Context: an optimization exercise on an open-source flow, tuned for small area. The choices shown serve that exercise and are no tape-out recipe.
Only simulation tests tie the RTL to the original design; equivalence was not proved.
Power is estimated from default activity; no workload was simulated.

==> flow/design.v, too long to show whole: its modules and the start of the top module <==
// module firfilt: 2434 lines
// module fa: 4 lines
// module ha: 4 lines
module firfilt (sig_in, sig_out, clk, rst);
  // ...
==> flow/flow/run.sh <==
#!/bin/bash
# Own flow: the standard layout (standard.sh), with CTS told not to add dummy
# loads and the port buffers made with the smallest buffer cell.
set -e
cp standard.sh standard_sh.log
cp config.mk config_mk_orig.log
cat >> config.mk <<'EOC'
export CTS_ARGS = -sink_clustering_enable -repair_clock_nets -dont_use_dummy_load -sink_clustering_size 18 -sink_clustering_max_diameter 45 -buf_list {sky130_fd_sc_hd__clkbuf_8 sky130_fd_sc_hd__clkbuf_16}
export BUFFER_PORTS_ARGS = -buffer_cell sky130_fd_sc_hd__buf_1
EOC
bash standard.sh > standard.log 2>&1
==> flow/standard.sh <==
#!/bin/bash
# synth_recipe.tcl (not shown) runs the flow's synth.tcl, then flattens the netlist and writes it again
# the make line also repeats each setting of config.mk as NAME=value (left out here)
make -C /OpenROAD-flow-scripts/flow DESIGN_CONFIG=/design/flow/config.mk WORK_HOME=/design/flow/orfs CLKGATE_MAP_FILE= SYNTH_SCRIPT=/design/flow/synth_recipe.tcl "${@:-finish}"
==> flow/config.mk <==
export PLATFORM = sky130hd
export DESIGN_NAME = firfilt
export DESIGN_NICKNAME = firfilt
export VERILOG_FILES = /design/flow/design.v
export SDC_FILE = /design/flow/constraint.sdc
export NUM_CORES = 4
export LEC_CHECK = 0
export ABC_AREA = 1
export CAP_MARGIN = 20
export CORE_MARGIN = 2
export CORE_UTILIZATION = 55
export CTS_BUF_LIST = sky130_fd_sc_hd__clkbuf_4 sky130_fd_sc_hd__clkbuf_8
export CTS_CLUSTER_DIAMETER = 50
export CTS_CLUSTER_SIZE = 25
export SLEW_MARGIN = 20
export SYNTH_HIERARCHICAL = 1
export CTS_ARGS = -sink_clustering_enable -repair_clock_nets -dont_use_dummy_load -sink_clustering_size 18 -sink_clustering_max_diameter 45 -buf_list {sky130_fd_sc_hd__clkbuf_8 sky130_fd_sc_hd__clkbuf_16}
export BUFFER_PORTS_ARGS = -buffer_cell sky130_fd_sc_hd__buf_1
==> flow/constraint.sdc <==
create_clock -name core_clock -period 14.0 [get_ports {clk}]
set_input_delay 2.8000 -clock core_clock [delete_from_list [all_inputs] [get_ports {clk}]]
set_output_delay 2.8000 -clock core_clock [all_outputs]
set_load 0.01 [all_outputs]
==> metrics.md, run 1 <==
| Metric | Value |
|---|---|
| RR Endpoint | sig_out[9] |
| Final worst slack | ~0.27 ns |
| WL met3 | between 3000 and 4000 um |
| Sequential group share of total power | 24.7% |
| Worst rel slew slack | a little under a third |
| Max VDD drop | around 0.87 mV |
| Rows | between 90 and 100 |
| Fin util | 60.03% |
| Crit Path Class | flip-flop to flip-flop |
| Clock group power | roughly 1.3 mW |
| Async set-reset flop share out of synthesis | 0% |
| # diodes | 0 |
| Top-count cell post-synth | fa_1 |
| Worst Skew | just under 0.08 ns |
| Total GRT Usage | 34.34% |
| Sequential cell area share | between 20% and 30% |
| Hold bufs inserted after CTS | 0 |
| Post-synthesis sequential element count | 544 |
| Largest family of logic cells by synthesized area | adder cells |
| Post_cts resized | 0 |
| Starting DRT DRC Count | between 1k and 1.5k |
| Starting Density | a little under three fifths |
| Pin count of the biggest net entering global routing | 120 |
| Core area | ~63000 um^2 |
| Final Cell Area | 37930 um^2 |
| Final Power | ~6.6 mW |
| Sw Ratio | 40.62% |
| HP Start | d27[8] |
| Worst reg-to-reg setup slack | about 0.27 ns |
| Sequential fraction of the synthesis area | between 30% and 40% |
| Status | no timing/DRC/antenna violations |
| Place WS | roughly 0.092 ns |
==> inputs of run 2 (changes only) <==
==> flow/flow/run.sh (replaced) <==
#!/bin/bash
# Own flow: the standard layout (standard.sh), with CTS told not to add dummy
# loads and the port buffers made with the smallest buffer cell.
set -e
cp standard.sh standard_sh.log
cp config.mk config_mk_orig.log
cat >> config.mk <<'EOC'
export CTS_ARGS = -sink_clustering_enable -repair_clock_nets -dont_use_dummy_load -sink_clustering_size 20 -sink_clustering_max_diameter 40 -buf_list {sky130_fd_sc_hd__clkbuf_8}
export BUFFER_PORTS_ARGS = -buffer_cell sky130_fd_sc_hd__buf_1
EOC
bash standard.sh > standard.log 2>&1
--- a/flow/config.mk
+++ b/flow/config.mk
@@ -16,3 +16,3 @@
 export SYNTH_HIERARCHICAL = 1
-export CTS_ARGS = -sink_clustering_enable -repair_clock_nets -dont_use_dummy_load -sink_clustering_size 18 -sink_clustering_max_diameter 45 -buf_list {sky130_fd_sc_hd__clkbuf_8 sky130_fd_sc_hd__clkbuf_16}
+export CTS_ARGS = -sink_clustering_enable -repair_clock_nets -dont_use_dummy_load -sink_clustering_size 20 -sink_clustering_max_diameter 40 -buf_list {sky130_fd_sc_hd__clkbuf_8}
 export BUFFER_PORTS_ARGS = -buffer_cell sky130_fd_sc_hd__buf_1
==> metrics.md, run 2 <==
| Metric | Value |
|---|---|
| Final wirelength | about 100000 um |
| Hold endpoint | d28[8] |
| Sw Ratio | 41.93% (+1.3 points) |
| Worst reg-to-reg setup slack | 0.38 ns (+0.11 ns) |
| Syn. warnings | 7 |
| Most Used Layer, Global Route | met2 |
| Post-DP HPWL | 93600 um |
| Synth area leader | fa_1 |
| Final TNS setup | 0 ns |
| RR Endpoint | sig_out[14] |
| Final non-filler cell total | roughly 3.4k |
| Reg2Reg Depth | 37 |
| Sequential group share of total power | 26.0% (+1.3 points) |
| Setup Buffers After CTS | 0 |
| Starting Density | 55.73% (unchanged) |
| CP Capture Type | flip-flop |
| Clk buf depth | 3 |
| Worst Skew | 0.07186 ns (-0.006823 ns) |
| Vias/cell | 5.220 |
| Rows | 92 (unchanged) |
| Top cells by area, synth | fa_1 (56%), dfxtp_1 (31%), nand2_1 (3.2%) |
| Crit-path most repeated cell | fa_1 |
| Combinational share of power | about three fifths |
| Post-synth net total | between 3k and 4k |
| Grt total ovfl | 0 |
| Drt pass-1 iters | 5 |
| Top cell type's share of synthesized area | a little under three fifths |
| Clk pwr share | 16.0% |
| Slowest Stage Delay on Critical Path | roughly 0.60 ns |
| Final setup vio count | 0 |
| CP required | about 14 ns |
| HP Start | d27[8] |
| Hold path depth | 1 |
| Routability Congestion | a little under 1 |
| Vias in the first global route | roughly 23k |
| Fin. max-slew vios | 0 |
| Dpl cells | approximately 3.4k |
| Most frequent cells in the layout | fa_1 (968), dfxtp_1 (544), nand2_1 (301) |
| RSZ-0062 raised after global routing | no |
| Worst-margin pin slew | 1.052 ns |
| Pwr dens | about 170 nW/um^2 |
| Psw | approximately 2.6 mW |
| Root Driver | clkbuf_8 |
| M2 GR Usage | a little under two thirds |
| Fin util | 59.25% (-0.78 points) |
| Netlist cell types | 25 |
| Clock Pin Slew Worst Setup and Hold Paths | 0.08 ns |
| Wirelength per Cell | 30.07 um |
| Post-synth top cells | fa_1 (985), dfxtp_1 (544), nand2_1 (301), nor2_1 (274), inv_1 (223) |
| Sequential fraction of the synthesis area | 30.92% (unchanged) |
| Worst rel slew slack | 29.85% (-0.75 points) |
| Skew-Pair Late Insertion Delay | 0.67 ns |
| Fin nets | between 3k and 4k |
| Vias post-DR | around 18k |
| Pin count of the biggest net entering global routing | 120 (unchanged) |
| DRT antenna net count | 0 |
| CP max-delay cell | fa_1 |
| Antenna violations before repair | 1 |
| CTS tree | built |
| Ports | 34 |
| CTS sink count | around 540 |
| Period utilization | 97.27% |
| H-tree depth | 3 |
| HP Class | flip-flop to flip-flop |
| Total GRT Usage | 34.37% (about the same) |
| Most common cell after layout, fill and taps aside | fa_1 |
| Post-synthesis sequential element count | 544 (unchanged) |
| Avg Inst Size Synth | ~14 um^2 |
| Synth Instances | 2504 |
| Met3 usage | 5.388% |
| Internal | about 3.6 mW |
| Tmin final | 13.62 ns |
| CP Launch Type | flip-flop |
| F_max | 73.43 MHz |
| Core area | 63200 um^2 (unchanged) |
| Crit Path Max Fanout | 2 |
| Die X | between 200 and 300 um |
| First-pass GRT wire length | ~160000 um |
| Final Power | 6.283 mW (-5.1%) |
| Pleak | around 14 nW |
| Area growth syn-to-layout | 6.313% |
| Min Hold Slack | between 0.3 and 0.4 ns |
| Syn Std Cell Area | about 35000 um^2 |
| Num CTS Buffers | 75 |
| Final Hold Viols | 0 |
| Max VDD drop | 0.8383 mV (-4.0%) |
| Max cap viols | 0 |
| Worst r2r src | d4[0] |
| GR Layer Usage met1 | between 30% and 40% |
| Layout cells sized above 1 | 5.369% |
| Async set-reset flop share out of synthesis | 0% (unchanged) |
| Die Ht | around 260 um |
| Crit Path Class | flip-flop to flip-flop |
| Die area | about 66000 um^2 |
| Starting DRT DRC Count | 1004 (-9.2%) |
| Main synth FF type | dfxtp_1 |
| Port bufs | 33 |
| Arrival time at the worst endpoint | 14.09 ns |
| Top-count cell post-synth | fa_1 |
| Status | no timing/DRC/antenna violations |
| Hold bufs inserted after CTS | 0 (unchanged) |
| # DRC | 0 |
| Number of enable flip-flop cells after synthesis | 0 |
==> run 2: cells by family (layout without fill, tap and decap cells) <==
| family | after synthesis | after routing | share of synthesized area (%) |
|---|---|---|---|
| buffers and inverters | 283 | 368 | 3.311 |
| adder cells (fa/ha/maj) | 1070 | 1070 | 59.01 |
| flip-flops | 544 | 544 | 30.92 |
| XOR/XNOR | 4 | 4 | 0.09949 |
| other | 0 | 1 | 0 |
| AO/OA/AOI/OAI | 14 | 14 | 0.2380 |
| AND/OR/NAND/NOR | 589 | 589 | 6.420 |
==> run 2: final cells by class <==
type                    instances  area, um^2
repair buffers                 70       405.4
clock buffers                  75        1032
fillers                      4912       25750
diodes                          1       2.502
inverters                     223       844.6
multi-input cells            1677       23210
well taps                     846        1059
flip-flops and latches        544       10890
==> run 2: Yosys stat by module (local to each module, per instance) <==
module / copies in the design / cells / area, um^2
fa: 969 / 1 / 20.02
firfilt: 1 / 1467 / 14970
ha: 68 / 1 / 12.51
==> run 2: per-stage QoR <==
stage / worst slack (ns) / instance area [um^2]
3_5_place_dp: 0.09211 / 36360
5_1_grt: 0.03200 / 37440
6_report: 0.3825 / 37440
3_3_place_gp: 0.1505 / 36360
4_1_cts: 0.08847 / 37390
2_1_floorplan: 1.231 / 35220
==> run 2: how the worst max path moves through the flow <==
stage / from / cells past startpoint / end
detailed placement: d9[0] / 34 / sig_out[9]
finish: d4[0] / 37 / sig_out[14]
global placement: d9[0] / 34 / sig_out[9]
floorplan: d9[0] / 35 / sig_out[14]
CTS: d9[0] / 34 / sig_out[9]
global route: d8[0] / 35 / sig_out[14]
==> run 2: per-layer routing <==
layer  vias to the layer above  part of all wire [%]
li1                       7559                     -
met1                      9626                    32
met2                       469                    56
met3                       282                   3.6
met4                         0                   8.7
met5                         -                     0
==> run 2: power groups by stage <==
stage | Sequential, mW | Combinational, mW | Clock [mW]
after floorplan | 1.66 | 2.32 | 0
after global routing | 1.63 | 4.15 | 1.08
after detailed placement | 1.67 | 3.74 | 0
final | 1.63 | 3.65 | 1.00
after global placement | 1.66 | 3.66 | 0
after CTS | 1.63 | 3.76 | 1.03
==> run 2: repair_timing <==
action | in CTS | in global routing
resized for setup | 0 | 18
endpoints found under the hold margin | 0 | 0
setup endpoints to repair | 0 | 7
==> run 2: critical path, delay by kind of cell (launching register included) <==
kind                       cells  cell delay [ns]
xor gates and xnor gates       1             0.16
buffers and inverters          2             0.25
adders and majority gates     29            12.15
and+or+nand+nor                5             0.52
DFF                            1             0.32
==> inputs of run 3 (changes only) <==
--- a/flow/config.mk
+++ b/flow/config.mk
@@ -8,9 +8,6 @@
 export ABC_AREA = 1
-export CAP_MARGIN = 20
+export CAP_MARGIN = 0
 export CORE_MARGIN = 2
-export CORE_UTILIZATION = 55
-export CTS_BUF_LIST = sky130_fd_sc_hd__clkbuf_4 sky130_fd_sc_hd__clkbuf_8
-export CTS_CLUSTER_DIAMETER = 50
-export CTS_CLUSTER_SIZE = 25
-export SLEW_MARGIN = 20
+export CORE_UTILIZATION = 65
+export SLEW_MARGIN = 0
 export SYNTH_HIERARCHICAL = 1
==> metrics.md, run 3 <==
| Metric | Value |
|---|---|
| Top-count cell post-synth | fa_1 |
| CP required | 14.48 ns (about the same) |
| Grt total ovfl | 0 (unchanged) |
| Pin count of the biggest net entering global routing | 108 (-10%) |
| Period utilization | 97.38% (+0.11 points) |
| Async set-reset flop share out of synthesis | 0% (unchanged) |
| Number of enable flip-flop cells after synthesis | 0 (unchanged) |
| Final Cell Area | 37120 um^2 (-0.87%) |
| Final Power | 5.971 mW (-5.0%) |
| Layout cells sized above 1 | 5.019% (-0.35 points) |
| Starting DRT DRC Count | 1683 (+68%) |
| Clk buf depth | 3 (unchanged) |
| Final non-filler cell total | 3267 (-4.9%) |
| Max Used Layer | met5 |
| Syn. warnings | 7 (unchanged) |
| Vias in the first global route | 22.14k (-2.0%) |
| Ports | 34 (unchanged) |
| Worst-margin pin slew | 1.034 ns (-0.01802 ns) |
| Clock Pin Slew Worst Setup and Hold Paths | 0.08 ns (about the same) |
| Vias post-DR | 19.14k (+6.7%) |
| Arrival time at the worst endpoint | 14.11 ns (+0.02 ns) |
| H-tree depth | 3 (unchanged) |
| Max cap viols | 0 (unchanged) |
| Antenna violations before repair | 2 (+1) |
| Num CTS Buffers | 71 (-5.3%) |
| Synth Instances | 2504 (unchanged) |
| Final wirelength | 101500 um (-1.7%) |
| Most common cell after layout, fill and taps aside | fa_1 |
| Final setup vio count | 0 (unchanged) |
| Skew-Pair Late Insertion Delay | 0.65 ns (-0.02 ns) |
| Starting Density | 65.57% (+9.8 points) |
| Post-synth top cells | fa_1 (985), dfxtp_1 (544), nand2_1 (301), nor2_1 (274), inv_1 (223) |
| Status | no timing/DRC/antenna violations |
| Sequential fraction of the synthesis area | 30.92% (unchanged) |
| Slowest Stage Delay on Critical Path | 0.81 ns (+0.21 ns) |
| Netlist cell types | 25 (unchanged) |
| Die Ht | 236.8 um (-7.9%) |
| Area growth syn-to-layout | 5.386% |
| Routability Congestion | 1.038 (+4.3%) |
| Drt pass-1 iters | 6 (+1) |
| Place WS | 0.1053 ns (+0.01315 ns) |
| Post-synth net total | 3592 (unchanged) |
| Crit-path most repeated cell | fa_1 |
| Hold bufs inserted after CTS | 0 (unchanged) |
| Vias/cell | 5.860 (+12%) |
| Fin. max-slew vios | 0 (unchanged) |
| HP Class | flip-flop to flip-flop |
| Fin nets | 3660 (-0.52%) |
| Worst rel slew slack | 31.05% (+1.2 points) |
| Post-DP HPWL | 88950 um (-5.0%) |
| Wl on met1 | 43850 um (+33%) |
| CP Launch Type | flip-flop |
| Fill cell count | 3645 (-26%) |
| Port bufs | 33 (unchanged) |
| Root Driver | clkbuf_8 |
| Final Hold Viols | 0 (unchanged) |
| Met2 WL post-DR | 40180 um (-30%) |
| CTS tree | built |
| Max VDD drop | 0.5801 mV (-31%) |
| Pleak | 14.19 nW (-0.68%) |
| F_max | 73.35 MHz (-0.12%) |
| Core area | 53710 um^2 (-15%) |
| CP Capture Type | flip-flop |
| Final worst slack | 0.3666 ns (-0.01591 ns) |
| Top cell type's share of synthesized area | 55.99% (unchanged) |
| Wirelength per Cell | 31.08 um (+3.4%) |
| Crit Path Class | flip-flop to flip-flop |
| Avg Inst Size Synth | 14.07 um^2 (unchanged) |
| Fin util | 69.11% (+9.9 points) |
| Synth area leader | fa_1 |
| Main synth FF type | dfxtp_1 |
| Placed cell areas | 36020 um^2 (-0.95%) |
| DRT antenna net count | 0 (unchanged) |
| Top cells by area, synth | fa_1 (56%), dfxtp_1 (31%), nand2_1 (3.2%) |
| Most frequent cells in the layout | fa_1 (961), dfxtp_1 (544), nand2_1 (301) |
| Tmin final | 13.63 ns (+0.01591 ns) |
| Dpl cells | 3189 (-5.1%) |
| CP max-delay cell | fa_1 |
| First-pass GRT wire length | 148600 um (-4.9%) |
| Die X | 236.8 um (-7.9%) |
| # DRC | 0 (unchanged) |
| Die area | 56060 um^2 (-15%) |
| Worst Skew | 0.08220 ns (+0.01034 ns) |
| WL met3 | 16490 um (+340%) |
| Syn Std Cell Area | 35220 um^2 (unchanged) |
| Post-synthesis sequential element count | 544 (unchanged) |
| CTS sink count | 544 (unchanged) |
| Crit Path Max Fanout | 3 (+1) |
| Pwr dens | 160.9 nW/um^2 (-4.1%) |
| Total GRT Usage | 38.89% (+4.5 points) |
| Rows | 85 (-7.6%) |
[run 3: routing by layer]
layer  GRT usage (%)  vias to the layer above
met5               0                        -
li1                -                     7531
met3           21.65                       62
met4           5.562                        2
met1           60.31                    10570
met2           49.17                      982
[run 3: timing repair]
item	4_1_cts	5_1_grt
cloned	0	0
endpoints found under the setup margin	1	7
endpoints found under the hold margin	0	0
buffers inserted	0	6
resized for setup	1	26
pin swaps	0	6
[run 3: kinds of logic (layout without fill, tap and decap cells)]
group                    after synthesis  in the layout  synth area share, %
flip-flops                           544            544                30.92
adder cells (fa/ha/maj)             1070           1070                59.01
AND/OR/NAND/NOR                      589            589                6.420
XOR/XNOR                               4              4              0.09949
buffers and inverters                283            349                3.311
other                                  0              1                    0
AO/OA/AOI/OAI                         14             14               0.2380
[run 3: final timing paths]
path	startpoint	end	slack [ns]	cells after the start
hold / removal	d29[12]	d30[12]	0.36	1
hold reg to reg	d29[12]	d30[12]	0.36	1
setup reg to reg	d8[0]	sig_out[14]	0.37	34
setup / recovery	d8[0]	sig_out[14]	0.37	34
[run 3: power by group]
group          switching (mW)  total (mW)  internal, mW  leakage (nW)
logic                    1.93        3.38          1.45          9.27
clock network           0.522       0.969         0.448         0.510
registers              0.0115        1.62          1.61          4.41
total                    2.46        5.97          3.51          14.2
[run 3: layout make-up]
| class | instances | area [um^2] | area share (%) |
|---|---|---|---|
| Antenna cell | 1 | 2.502 | 0.006742 |
| Timing Repair Buffer | 55 | 292.8 | 0.7888 |
| Inverter | 223 | 844.6 | 2.275 |
| Multi-Input combinational cell | 1677 | 23240 | 62.61 |
| Clock buffer | 71 | 977.2 | 2.633 |
| Sequential cell | 544 | 10890 | 29.34 |
| Tap cell | 696 | 870.8 | 2.346 |
[run 3: Yosys stat by module, one instance, submodules excluded]
module	cell area, um^2	cells	times used	flops+latches
firfilt	14970	1467	1	544
fa	20.02	1	969	0
ha	12.51	1	68	0
[run 3: worst max-delay path, delay by kind of cell (launching register included)]
kind,cells,cell delay (ns)
fa+ha+maj,28,12.60
flops,1,0.32
simple gates,5,0.45
xor+xnor,1,0.12
[run 3: per-stage QoR]
step                 TNS [ns]  hold slack [ns]
detailed placement          0           0.3787
floorplan                   0           0.3660
global placement            0           0.3728
global route        -0.008253           0.3764
finish                      0           0.3563
CTS                         0           0.3663

afterwards: timing with drivers on the ports:
No port has a modelled driver above. Below, the same layouts with a new extraction and two added sets of constraints.
Step 1, drivers: a clkbuf_16 drives clk and a buf_2 each remaining input, both assumed.
Step 2 times the ports against the registers' clock, not the clock port: input delays grow and output delays shrink by t, the midpoint of the rising clock arrivals with the driver on.
Slacks: ideal ports / drivers / drivers and shift; pairs: ideal ports / drivers.
run | t, ns | setup slack, ns | worst hold slack (ns) | worst setup path after step 2 | latest minus earliest clock arrival (ns)
run 1 | 0.677 | 0.268 / 0.268 / 0.268 | 0.338 / 0.338 / 0.338 | register to register | 0.089 / 0.088
run 2 | 0.703 | 0.382 / 0.382 / 0.382 | 0.355 / 0.355 / 0.355 | register to register | 0.084 / 0.084
run 3 | 0.678 | 0.367 / 0.367 / 0.367 | 0.356 / 0.356 / 0.356 | register to register | 0.104 / 0.104
After both steps setup and hold are still met in every run listed.
